Background: an optimization exercise with open tools, aiming at small area and a short achievable clock period. Do not read the settings as production practice. Only simulation tests tie the RTL to the original design; equivalence was not proved. No activity file was given, so power comes from the tool's default toggle rates.

### config.mk
export PLATFORM = sky130hd
export DESIGN_NAME = nconv_top
export DESIGN_NICKNAME = nconv_top
export VERILOG_FILES = /design/flow/design.v
export SDC_FILE = /design/flow/constraint.sdc
export NUM_CORES = 4
export LEC_CHECK = 0
export CAP_MARGIN = 20
export CORE_MARGIN = 2
export CORE_UTILIZATION = 40
export PLACE_DENSITY = 0.6
export SLEW_MARGIN = 20
### constraint.sdc
create_clock -name core_clock -period 6.5 [get_ports {clk}]
set_input_delay 1.3000 -clock core_clock [delete_from_list [all_inputs] [get_ports {clk}]]
set_output_delay 1.3000 -clock core_clock [all_outputs]
set_load 0.01 [all_outputs]
### design.v
module lzd_4_2 (
	input wire [3:0] in,
	output wire [1:0] out,
	output wire zero
);
	assign out[0] = ~in[3] & ( ~in[2] & ~in[1] || in[2]);
	assign out[1] = ~(in[3] || in[2]);
	assign zero = (in == 0) ? 1'b1 : 1'b0;
endmodule
module lzd (
	input wire [15:0] in,
	output wire zero,
	output wire [3:0] out
);
wire [1:0] res_0, res_1, res_2, res_3, res_4;
wire z0, z1, z2, z3;
lzd_4_2 mod_lzd_0 (in[3:0], res_0, z0);
lzd_4_2 mod_lzd_1 (in[7:4], res_1, z1);
lzd_4_2 mod_lzd_2 (in[11:8], res_2, z2);
lzd_4_2 mod_lzd_3 (in[15:12], res_3, z3);
lzd_4_2 mod_lzd_4 ({~z3,~z2,~z1,~z0},res_4, zero);
assign out[3] = res_4[1];
assign out[2] = res_4[0]; 
assign out[1:0] = res_4[1:0]  == 2'b00 ? res_3 : (res_4[1:0]  == 2'b01 ? res_2 : (res_4[1:0]  == 2'b10 ? res_1 : res_0));
endmodule 
module tzd_4_2 (
	input wire [0:3] in,
	output wire [1:0] out,
	output wire zero
);
	assign out[0] = ~in[3] & ( ~in[2] & ~in[1] || in[2]);
	assign out[1] = ~(in[3] || in[2]);
	assign zero = (in == 0) ? 1'b1 : 1'b0;
endmodule
module tzd (
	input wire [15:0] in,
	output wire zero,
	output wire [3:0] out
);
wire [1:0] res_0, res_1, res_2, res_3, res_4;
wire z0, z1, z2, z3;
tzd_4_2 mod_lzd_0 (in[3:0], res_0, z0);
tzd_4_2 mod_lzd_1 (in[7:4], res_1, z1);
tzd_4_2 mod_lzd_2 (in[11:8], res_2, z2);
tzd_4_2 mod_lzd_3 (in[15:12], res_3, z3);
tzd_4_2 mod_lzd_4 ({~z3,~z2,~z1,~z0},res_4, zero);
assign out[3] = res_4[1];
assign out[2] = res_4[0]; 
assign out[1:0] = res_4[1:0]  == 2'b00 ? res_0 : (res_4[1:0]  == 2'b01 ? res_1 : (res_4[1:0]  == 2'b10 ? res_2 : res_3));
endmodule 
module int2fp_bfloat16
#( parameter
        MAX_BITWIDTH_QUANTIZED_DATA = 16,
        INIT_EXPONENT = 127+ MAX_BITWIDTH_QUANTIZED_DATA -1,  
        BITS_EXPONENT = 8,
        BITS_MANTISSA = 16,  
        BITS_FLOAT = 1 + BITS_EXPONENT + BITS_MANTISSA
) (
    input wire clk, rstn,
    input wire values_rdy,
    input wire [$clog2(MAX_BITWIDTH_QUANTIZED_DATA):0] bitwidth_d,
    input wire [MAX_BITWIDTH_QUANTIZED_DATA-1:0] mask_valid_bits, 
    input wire [MAX_BITWIDTH_QUANTIZED_DATA-1:0] quantized_d,
    output reg result_rdy,
    output reg [24:0] quantized_fp
);
    reg [0:1] tmp__pipe_valid;
    reg [0:1] tmp__pipe_data_sign;
    reg [BITS_EXPONENT-1:0] tmp__pipe_data_exponent [0:1];
    reg [15:0] tmp__pipe_data_mantissa ;  
    reg [15:0] temp_in;
    wire lzd_z;
    wire [3:0] lzd_out;
    always @(posedge(clk)) begin
        if (!rstn) begin
            tmp__pipe_valid <= 0;
            result_rdy <= 1'b0;
        end
        else begin
            tmp__pipe_data_sign[1] <=  tmp__pipe_data_sign[0] ;
            tmp__pipe_data_sign[0] <= quantized_d[bitwidth_d-1]; 
            if(quantized_d[MAX_BITWIDTH_QUANTIZED_DATA-1:0] == 0 ) begin  
                tmp__pipe_data_exponent[0] <= 0; 
                temp_in <= 1 << MAX_BITWIDTH_QUANTIZED_DATA-1; 
            end
            else begin
                tmp__pipe_data_exponent[0] <= INIT_EXPONENT; 
                temp_in <= quantized_d[bitwidth_d-1]  ? {~((~mask_valid_bits) | quantized_d) + 1 } : quantized_d; 
            end 
            tmp__pipe_valid[0] <= values_rdy; 
            tmp__pipe_valid[1] <= tmp__pipe_valid[0] ; 
            tmp__pipe_data_mantissa <= temp_in << lzd_out;   
            tmp__pipe_data_exponent[1] <= tmp__pipe_data_exponent[0] - lzd_out+16-MAX_BITWIDTH_QUANTIZED_DATA;
            quantized_fp <= {tmp__pipe_data_sign[1], tmp__pipe_data_exponent[1], tmp__pipe_data_mantissa[15-1:0], 1'b0};  
            result_rdy <= tmp__pipe_valid[1];
        end
    end
lzd lzd_mod (temp_in, lzd_z, lzd_out);
endmodule
module fp_multiplication_bfloat16
#(
    parameter PIPELINE_LENGTH = 6  
) (
    input wire clk, rstn,
    input wire values_rdy,
    input wire [24:0] fp_value_1,
    input wire [24:0] fp_value_2,
    output reg result_rdy,
    output reg [24:0] result
);
    reg [8:0] tmp__exponent_products [1:PIPELINE_LENGTH-1] ;
    reg [7:0] tmp__exponent_1  ;
    reg [7:0] tmp__exponent_2  ;
    reg [16:0] tmp__mantissa_1  ;  
    reg [16:0] tmp__mantissa_2 ;  
    reg [33:0] tmp__mantissas_product ; 
    reg [17:0] tmp__mantissa [2:PIPELINE_LENGTH-1] ;  
    reg [PIPELINE_LENGTH-1:0] tmp__product_sign, tmp__pipe_valid;
    always @(posedge(clk)) begin
        if (!rstn) begin
            tmp__pipe_valid <= 0;
        end
        else begin
            tmp__pipe_valid <= tmp__pipe_valid << 1;
            tmp__pipe_valid[0] <= values_rdy;
            tmp__product_sign <= tmp__product_sign << 1; 
            tmp__product_sign[0] <=  fp_value_1[24] ^ fp_value_2[24];   
            tmp__exponent_1 <= fp_value_1[23:16] == 0 || fp_value_2[23:16] == 0 ? 9'd0 : {1'b0,  fp_value_1[23:16]} ; 
            tmp__exponent_2 <= fp_value_1[23:16] == 0 || fp_value_2[23:16] == 0 ? 9'd0 : {1'b0,  fp_value_2[23:16]} ; 
            tmp__mantissa_1 <= fp_value_1[23:16] == 0 ? 0 : {1'b1, fp_value_1[15:0]}  ;
            tmp__mantissa_2 <= fp_value_2[23:16]  == 0 ? 0 : {1'b1, fp_value_2[15:0]}  ;
            tmp__exponent_products[1] <=  tmp__exponent_1 +  tmp__exponent_2 ;
            tmp__mantissas_product <=  tmp__mantissa_1 * tmp__mantissa_2;
            tmp__exponent_products[2]  <=  tmp__exponent_products[1]   + 8'b10000001 + 1;  
            tmp__mantissa[2] <= tmp__mantissas_product[33:16] ; 
            if (tmp__mantissa[2][0] ) begin
                tmp__mantissa[3] <= tmp__mantissa[2] + 18'd1;  
                tmp__exponent_products[3] <= tmp__exponent_products[2];
            end
            else begin 
                tmp__mantissa[3] <= tmp__mantissa[2] ;
                tmp__exponent_products[3] <= tmp__exponent_products[2];
            end
            if(!tmp__mantissa[3][17] ) begin
                tmp__mantissa[4] <= tmp__mantissa[3] << 1;
                tmp__exponent_products[4] <= tmp__exponent_products[3] + 8'b11111111;
            end 
            else begin
                tmp__mantissa[4] <= tmp__mantissa[3] ;
                tmp__exponent_products[4] <= tmp__exponent_products[3];
            end
        end
        result_rdy <= tmp__pipe_valid[PIPELINE_LENGTH-2]; 
        result <= tmp__mantissa[4][17:1]  == 0 ? {tmp__product_sign[4], 23'd0  } :  {tmp__product_sign[4], tmp__exponent_products[4][7:0] ,  tmp__mantissa[4][16:1]  };
    end
endmodule
module fp2int_bfloat16
#( parameter
        MAX_BITWIDTH_QUANTIZED_DATA = 16
) (
    input wire clk, rstn,
    input wire values_rdy,
    input wire [$clog2(MAX_BITWIDTH_QUANTIZED_DATA):0] bitwidth, 
    input wire [24:0] value,
    output reg result_rdy,
    output reg [MAX_BITWIDTH_QUANTIZED_DATA-1:0] result
);
    reg [7:0] tmp__exponent ;
    reg [15:0] tmp__mantissa  ;
    reg [0: 2]  tmp__sign; 
    reg [0: 3]   tmp__valid;
    reg [7:0] shifts ;
    reg [MAX_BITWIDTH_QUANTIZED_DATA-1:0] temp_out [2:0];
    always @(posedge(clk)) begin
        if (!rstn)
        begin
            tmp__valid <= 0;
        end
        else 
        begin
            tmp__sign <= tmp__sign >> 1;  
            tmp__sign[0] <= value[24];
            tmp__valid <= tmp__valid >> 1;  
            tmp__valid[0] <= values_rdy;
            if (value[23:0]  == 0) begin
                tmp__exponent <= 0;
                tmp__mantissa <= 0 ; 
            end
            else begin
                tmp__exponent <= value[23:16] + 1 + 8'b10000001;
                tmp__mantissa <= {1'b1, value[15:1]} ;  
            end
            shifts <= tmp__exponent > bitwidth ? bitwidth : tmp__exponent;
            temp_out[0] <=  tmp__mantissa  ;
            temp_out[1] <= temp_out[0] >> (16 - shifts);
            if (tmp__sign[2]  ) begin
                temp_out[2] <= (~temp_out[1]) + 1;  
            end 
            else begin
                temp_out[2] <= (temp_out[1]);
            end
        end
        result_rdy <= tmp__valid[3] ;
        result <= temp_out[2] ;
    end
endmodule
module dequantization
#( parameter
        MAX_BITWIDTH_QUANTIZED_DATA = 16
) (
    input wire clk, rstn,
    input wire in_valid,
    input wire [MAX_BITWIDTH_QUANTIZED_DATA-1:0] in_data,
    input wire [15:0] scale_fp,
    input wire [$clog2(MAX_BITWIDTH_QUANTIZED_DATA):0] bitwidth_d,
    input wire [MAX_BITWIDTH_QUANTIZED_DATA-1:0] mask_valid_bits, 
    output wire out_valid,
    output wire [15:0] out_data
);
    wire  converter__out_valid;
    wire [24:0] converter__out_data;
    wire [24:0] mult_out_data;
    int2fp_bfloat16 #(.MAX_BITWIDTH_QUANTIZED_DATA(MAX_BITWIDTH_QUANTIZED_DATA)) converter 
        (clk,  rstn,
        in_valid, bitwidth_d, mask_valid_bits, in_data ,
        converter__out_valid,  converter__out_data);
    fp_multiplication_bfloat16  multiplier 
        (clk,  rstn,
        converter__out_valid, converter__out_data, {scale_fp, 9'd0}, 
        out_valid, mult_out_data);
        assign out_data = mult_out_data[24:9];
endmodule
module quantization
#( parameter
        MAX_BITWIDTH_QUANTIZED_DATA = 16
) (
    input wire clk, rstn,
    input wire values_rdy,
    input wire [$clog2(MAX_BITWIDTH_QUANTIZED_DATA):0] bitwidth, 
    input wire [15:0] fp_value,
    input wire [15:0] scale_fp,
    output wire result_rdy,
    output wire [MAX_BITWIDTH_QUANTIZED_DATA-1:0] result
);
    wire tmp_module_rdy, tmp_result_rdy;
    wire [15:0] tmp_result;
    wire  converter__result_rdy;
    wire [MAX_BITWIDTH_QUANTIZED_DATA-1:0] converter__quantized_fp;
    wire multiplier__values_rdy, multiplier__rdy, multiplier__result_rdy;
    wire [24:0]  multiplier_result;
    fp_multiplication_bfloat16  multiplier ( 
        clk,  rstn,
        values_rdy, {fp_value, 9'd0}, {scale_fp, 9'd0}, 
        multiplier__result_rdy, multiplier_result);
    fp2int_bfloat16 #(.MAX_BITWIDTH_QUANTIZED_DATA(MAX_BITWIDTH_QUANTIZED_DATA)) converter (
        clk, rstn, 
        multiplier__result_rdy, bitwidth, multiplier_result,  
        converter__result_rdy, converter__quantized_fp);
    assign result_rdy = converter__result_rdy;
    assign result = converter__quantized_fp;    
endmodule
module nconv_top
#( parameter
        LANES = 4,
        MAX_BITWIDTH_QUANTIZED_DATA = 16
) (
    input wire clk, rstn,
    input wire activate,
    input wire [4:0] bitwidth,
    input wire [15:0] scale_fp,
    input wire [15:0] inv_scale_fp,
    input wire deq_in_valid,
    input wire [(LANES*16)-1:0] deq_in_data,
    output wire deq_out_valid,
    output wire [(LANES*16)-1:0] deq_out_data,
    input wire q_in_valid,
    input wire [(LANES*16)-1:0] q_in_data,
    output wire q_out_valid,
    output wire [(LANES*16)-1:0] q_out_data
);
    reg [MAX_BITWIDTH_QUANTIZED_DATA-1:0] UPSTREAM__ctrl_mask_valid_bits;
    reg [$clog2(MAX_BITWIDTH_QUANTIZED_DATA):0] UPSTREAM__ctrl_bitwidth_d;
    reg [15:0] UPSTREAM__ctrl_scale_fp;
    reg UPSTREAM__AXI_LITE_activate_delay;
    reg [$clog2(MAX_BITWIDTH_QUANTIZED_DATA):0] DOWNSTREAM__ctrl_bitwidth_d;
    reg [15:0] DOWNSTREAM__ctrl_inv_scale_fp;
    reg DOWNSTREAM__AXI_LITE_activate_delay;
    reg rstn_intern;
    wire [LANES-1:0] deq_valid_lane, q_valid_lane;
    always @(posedge clk) begin
        UPSTREAM__AXI_LITE_activate_delay <= activate;
        if(!(rstn && activate)) begin
            UPSTREAM__ctrl_mask_valid_bits <= 0;
            UPSTREAM__ctrl_bitwidth_d <= 0;
            UPSTREAM__ctrl_scale_fp <= 0;
            UPSTREAM__AXI_LITE_activate_delay <= 0;
            rstn_intern <= 1'b0;
        end
        else begin
            if (activate && !UPSTREAM__AXI_LITE_activate_delay) begin
                rstn_intern <= 1'b1;
                UPSTREAM__ctrl_mask_valid_bits <= (2**bitwidth)-1;
                UPSTREAM__ctrl_bitwidth_d <= bitwidth;
                UPSTREAM__ctrl_scale_fp <= scale_fp;
            end
        end
    end
    always @(posedge clk) begin
        DOWNSTREAM__AXI_LITE_activate_delay <= activate;
        if(!(rstn && activate)) begin
            DOWNSTREAM__ctrl_bitwidth_d <= 0;
            DOWNSTREAM__ctrl_inv_scale_fp <= 0;
            DOWNSTREAM__AXI_LITE_activate_delay <= 0;
        end
        else begin
            if (activate && !DOWNSTREAM__AXI_LITE_activate_delay) begin
                DOWNSTREAM__ctrl_bitwidth_d <= bitwidth;
                DOWNSTREAM__ctrl_inv_scale_fp <= inv_scale_fp;
            end
        end
    end
    genvar implems;
    generate
        for(implems = 0; implems < LANES; implems = implems + 1) begin : lane
            dequantization #(.MAX_BITWIDTH_QUANTIZED_DATA(MAX_BITWIDTH_QUANTIZED_DATA)) dequants (
                clk, rstn_intern,
                deq_in_valid, deq_in_data[((implems+1)*16)-1:(implems*16)],
                UPSTREAM__ctrl_scale_fp, UPSTREAM__ctrl_bitwidth_d, UPSTREAM__ctrl_mask_valid_bits,
                deq_valid_lane[implems], deq_out_data[((implems+1)*16)-1:(implems*16)]);
            quantization #(.MAX_BITWIDTH_QUANTIZED_DATA(MAX_BITWIDTH_QUANTIZED_DATA)) quants (
                clk, rstn_intern,
                q_in_valid,
                DOWNSTREAM__ctrl_bitwidth_d,
                q_in_data[((implems+1)*16)-1:(implems*16)],
                DOWNSTREAM__ctrl_inv_scale_fp,
                q_valid_lane[implems], q_out_data[((implems+1)*16)-1:(implems*16)]);
        end
    endgenerate
    assign deq_out_valid = deq_valid_lane[0];
    assign q_out_valid = q_valid_lane[0];
endmodule
### run.sh
#!/bin/bash
# synth_recipe.tcl (not shown) runs the flow's synth.tcl, then flattens the netlist and writes it again
# the make line also repeats each setting of config.mk as NAME=value (left out here)
make -C /OpenROAD-flow-scripts/flow DESIGN_CONFIG=/design/flow/config.mk WORK_HOME=/design/flow/orfs CLKGATE_MAP_FILE= SYNTH_SCRIPT=/design/flow/synth_recipe.tcl finish
==> notes.md <==
[worst register-to-register path: cells and delay by family, from the launching register on]
family / cells / cell delay (ns)
AOI/OAI and AO/OA: 4 / 1.02
xor gates and xnor gates: 1 / 0.14
adders and majority gates: 7 / 3.13
buffers and inverters: 5 / 0.74
DFF: 1 / 0.39
and+or+nand+nor: 4 / 0.56
[metrics by stage]
step,area [sq um],worst slack (ns),power [mW]
after floorplan,105000,-5.66,25.0
after global placement,112000,0.229,27.4
after detailed placement,112000,0.179,27.5
after CTS,119000,0.172,39.9
after global routing,119000,-0.00255,42.2
final,119000,0.293,39.3
[placed cells by master, fill, tap and decap left out, types with 27 or more instances in the layout]
master,n
a31oi_1,27
clkbuf_16,215
nand2b_1,41
clkinv_2,33
o22ai_1,36
o21bai_1,28
or3_1,28
a21oi_1,303
xnor2_1,280
nor4_1,113
buf_4,94
nor2b_1,81
nand3_1,97
nand2_1,546
mux2_2,161
and3_1,49
o21ai_0,140
nor3_1,101
nor2_1,336
clkdlybuf4s50_1,299
mux4_2,35
and2_1,788
ha_1,730
o31ai_1,27
inv_1,918
fa_1,488
a21o_1,61
xor2_1,157
dfxtp_1,296
nand4_1,44
mux2i_1,174
edfxtp_1,1660
clkbuf_1,34
o22a_1,32
clkinv_1,27
[Yosys cell counts (all sizes together), types with 27 or more instances]
master | n | area share
mux2 | 162 | 0.017
xnor2 | 280 | 0.023
nand4 | 44 | 0.0026
a21oi | 305 | 0.015
a21o | 61 | 0.0044
and3 | 49 | 0.0029
o22ai | 36 | 0.0021
mux4 | 35 | 0.0075
nand2b | 41 | 0.0024
o21ai | 143 | 0.0068
o22a | 32 | 0.0027
nor2 | 336 | 0.012
mux2i | 174 | 0.017
inv | 919 | 0.033
o21bai | 28 | 0.0020
a31oi | 27 | 0.0016
or3 | 28 | 0.0017
and2 | 788 | 0.047
xor2 | 158 | 0.013
nor2b | 81 | 0.0048
nand3 | 97 | 0.0046
ha | 730 | 0.087
nand2 | 548 | 0.020
edfxtp | 1660 | 0.48
nor3 | 102 | 0.0049
buf | 40 | 0.0019
dfxtp | 299 | 0.057
clkbuf | 332 | 0.012
fa | 488 | 0.093
o31ai | 31 | 0.0023
nor4 | 118 | 0.0072
[per-layer routing]
layer,up-vias,global-route usage
li1,29400,-
met1,29400,0.185
met2,1112,0.299
met3,436,0.0221
met4,0,0.0774
met5,-,0
[power groups by stage]
stage / Combinational, mW / Sequential, mW / Clock, mW
finish: 11.4 / 15.9 / 12.1
CTS: 11.6 / 15.9 / 12.5
global placement: 11.3 / 16.1 / 0
detailed placement: 11.4 / 16.2 / 0
global route: 13.2 / 16.0 / 13.0
floorplan: 8.64 / 16.3 / 0
[logic make-up (layout without fill, tap and decap cells)]
logic type,after synthesis,after routing
xor gates and xnor gates,438,438
DFF,1959,1959
buffers and inverters,1299,1731
adders and majority gates,1218,1218
and+or+nand+nor,2312,2312
muxes,371,371
AOI/OAI and AO/OA,786,786
other,1,37
[final cells by class]
class                      count  area share
sequential                  1959       0.468
multi-input combinational   5141       0.371
clock buffer                 273      0.0490
tap                         3496      0.0367
timing repair buffer         413      0.0342
inverter                     927      0.0292
clock inverter               118      0.0114
antenna                       21    0.000441
[state kept, by name, summed over array words and instances, names as in the netlist, 64 cells and up]
signal and count:
lane.dequants.converter.quantized_fp 92, lane.dequants.converter.temp_in 64, lane.dequants.multiplier.result 64, lane.dequants.multiplier.tmp__exponent_products 128, lane.dequants.multiplier.tmp__mantissa 212, lane.dequants.multiplier.tmp__mantissa_1 64
lane.dequants.multiplier.tmp__mantissas_product 72, lane.quants.converter.result 64, lane.quants.converter.temp_out 192, lane.quants.converter.tmp__mantissa 64, lane.quants.multiplier.result 96, lane.quants.multiplier.tmp__exponent_products 128
lane.quants.multiplier.tmp__mantissa 192, lane.quants.multiplier.tmp__mantissas_product 64
[final timing paths]
kind	to	from	slack (ns)	depth (start not counted)
setup / recovery	flip-flop	flip-flop	0.29	21
hold / removal	lane[0].dequants.multiplier.result_rdy	lane[0].dequants.multiplier.tmp__pipe_valid[4]	0.33	0
setup reg to reg	flip-flop	flip-flop	0.29	21
hold reg to reg	lane[0].dequants.multiplier.result_rdy	lane[0].dequants.multiplier.tmp__pipe_valid[4]	0.33	0
[timing repair]
action / 4_1_cts / 5_1_grt
endpoints found under the setup margin: 0 / 7
buffers inserted: 0 / 1
resized for setup: 0 / 6
==> flow_summary.json <==
{
  "fin_crit_ns": 6.21,
  "clk_latency_ns": 0.87,
  "worstPathCellList": "buf_4, buf_8, nand2_1, fa_1, inv_1, fa_1, inv_1, fa_1, inv_1, fa_1, fa_1, ha_1, ha_1, a21o_1, a211oi_1, nor3b_1, o211a_1, a221o_1, nor4_1, nor3_1, xnor2_1",
  "async_flop_share": 0,
  "status": "complete, no violations",
  "yosys.area_share.simple": 0.116,
  "synth_top_flop_cell": "edfxtp_1",
  "die_y_um": 516,
  "initial_utilization": 0.403,
  "ioPinCount": 300,
  "max_freq_mhz": 161,
  "synth-edff-count": 1660,
  "grt_pass1_vias": 62300,
  "nets": 10000,
  "cp.buffers_inverters": 5,
  "max-vdd-ir-drop_mv": 0.299,
  "synth_cell_type_count": 83,
  "cts_tree": "built",
  "tritoncts.num_buffers": 207,
  "fin_worst_skew_ns": 0.0423,
  "dp_cells": 11900,
  "slew_headroom": 0.218,
  "hp-class": "flip-flop to flip-flop",
  "m1WireLength_mm": 85.4,
  "cp_common_cell": "fa_1",
  "multi_input_area_sq_um": 44200,
  "wl_met2_mm": 114,
  "timing.final.crit_share": 0.955,
  "cts_hold_buf": 0,
  "required_ns": 7.09,
  "core_sq_um": 260000,
  "holdWs_ns": 0.331,
  "ctsLongestPathBuffers": 3,
  "path_max_fanout": 31,
  "final_max_slew_viol_count": 0,
  "dp_hpwl_mm": 161,
  "syn_area_sq_um": 105000,
  "drv_cap": 0,
  "setup_viol": 0,
  "first_iter_violations": 3342,
  "tightestPinTransition_ns": 1.17,
  "grt_pass1_wl_mm": 340,
  "p_sw_frac": 0.297,
  "ys_ff_latch": 1959,
  "cts-root-buf": "clkbuf_16",
  "regArea_sq_um": 55800,
  "io_buffers": 299,
  "slowest_stage": "fa_1",
  "crit_path_start_kind": "flip-flop",
  "cp_slowest_stage_delay_ns": 0.51,
  "dieArea_sq_um": 266000,
  "routabilityCongestion": 0.877,
  "yosysWarnings": 8,
  "ant_nets": 0,
  "syn2layout_area_growth_pct": 13.7,
  "grt_max_degree": 194,
  "pwr-share-clk": 0.308,
  "cellPowerDensity_nw_per_um2": 330,
  "avgRoutedWirePerCell_um": 17.5,
  "tns_ns": 0,
  "cp.arrival_ns": 6.80,
  "p_seq_frac": 0.404,
  "setup.worst_path.class": "flip-flop to flip-flop",
  "drt_wl_total_mm": 216,
  "top_layer": "met4",
  "clkSinkCount": 1959,
  "combPwrFrac": 0.289,
  "dieWidth_um": 516,
  "p_int_mw": 27.6,
  "first_pass_iters": 6,
  "fill_cells": 23400,
  "fp-row-count": 187,
  "syn_inst": 8384,
  "drive_gt1_frac": 0.0788,
  "hold_viol_final": 0,
  "fin_cells": 12300,
  "synth.area.mux_share": 0.0416,
  "seq_area_frac_synth": 0.532,
  "cellLeakagePower_nw": 47.6,
  "ctsHtreeMaxLevel": 4,
  "final_core_utilization": 0.458,
  "syn_avg_cell_area_sq_um": 12.5,
  "synth_fa_ha_area_frac": 0.180,
  "end_kind": "flip-flop",
  "vias": 60400,
  "drc": 0,
  "synthXorXnorAreaFrac": 0.0366,
  "grt_overflow": 0,
  "path_delay_family": "adder cells",
  "route.met3.wl_mm": 7.28,
  "path_clk_slew_ns": 0.06,
  "grt_use_total": 0.163,
  "power.switching_mw": 11.7,
  "via_per_inst": 4.89,
  "antenna_found_initial": 61,
  "synth_top_family_by_area": "adder cells",
  "synth_compound_area_frac": 0.0464
}

[re-timing with driven ports]
The results above use ideal ports. As a check the final layout listed here was re-extracted and re-timed, cells and wires unchanged. Step 1, drivers: a clkbuf_16 drives clk and a buf_2 each remaining input, both assumed. Step 2 adds t to the input delays and takes it off the output delays; t is the mean of the earliest and latest rising clock arrival at the registers after step 1. Input paths then give back, and output paths get back, about the clock's delay inside the block. Slacks: no drivers / after step 1 / after step 2; pairs: no drivers / after step 1.
shift t [ns]: 0.935
setup WS [ns]: 0.293 / 0.293 / 0.293
clock arrival spread, ns: 0.051 / 0.051
After both steps this run still meets setup and hold. The setup slack of this run moves by 0.000 ns with the drivers and by 0.000 ns with both steps.
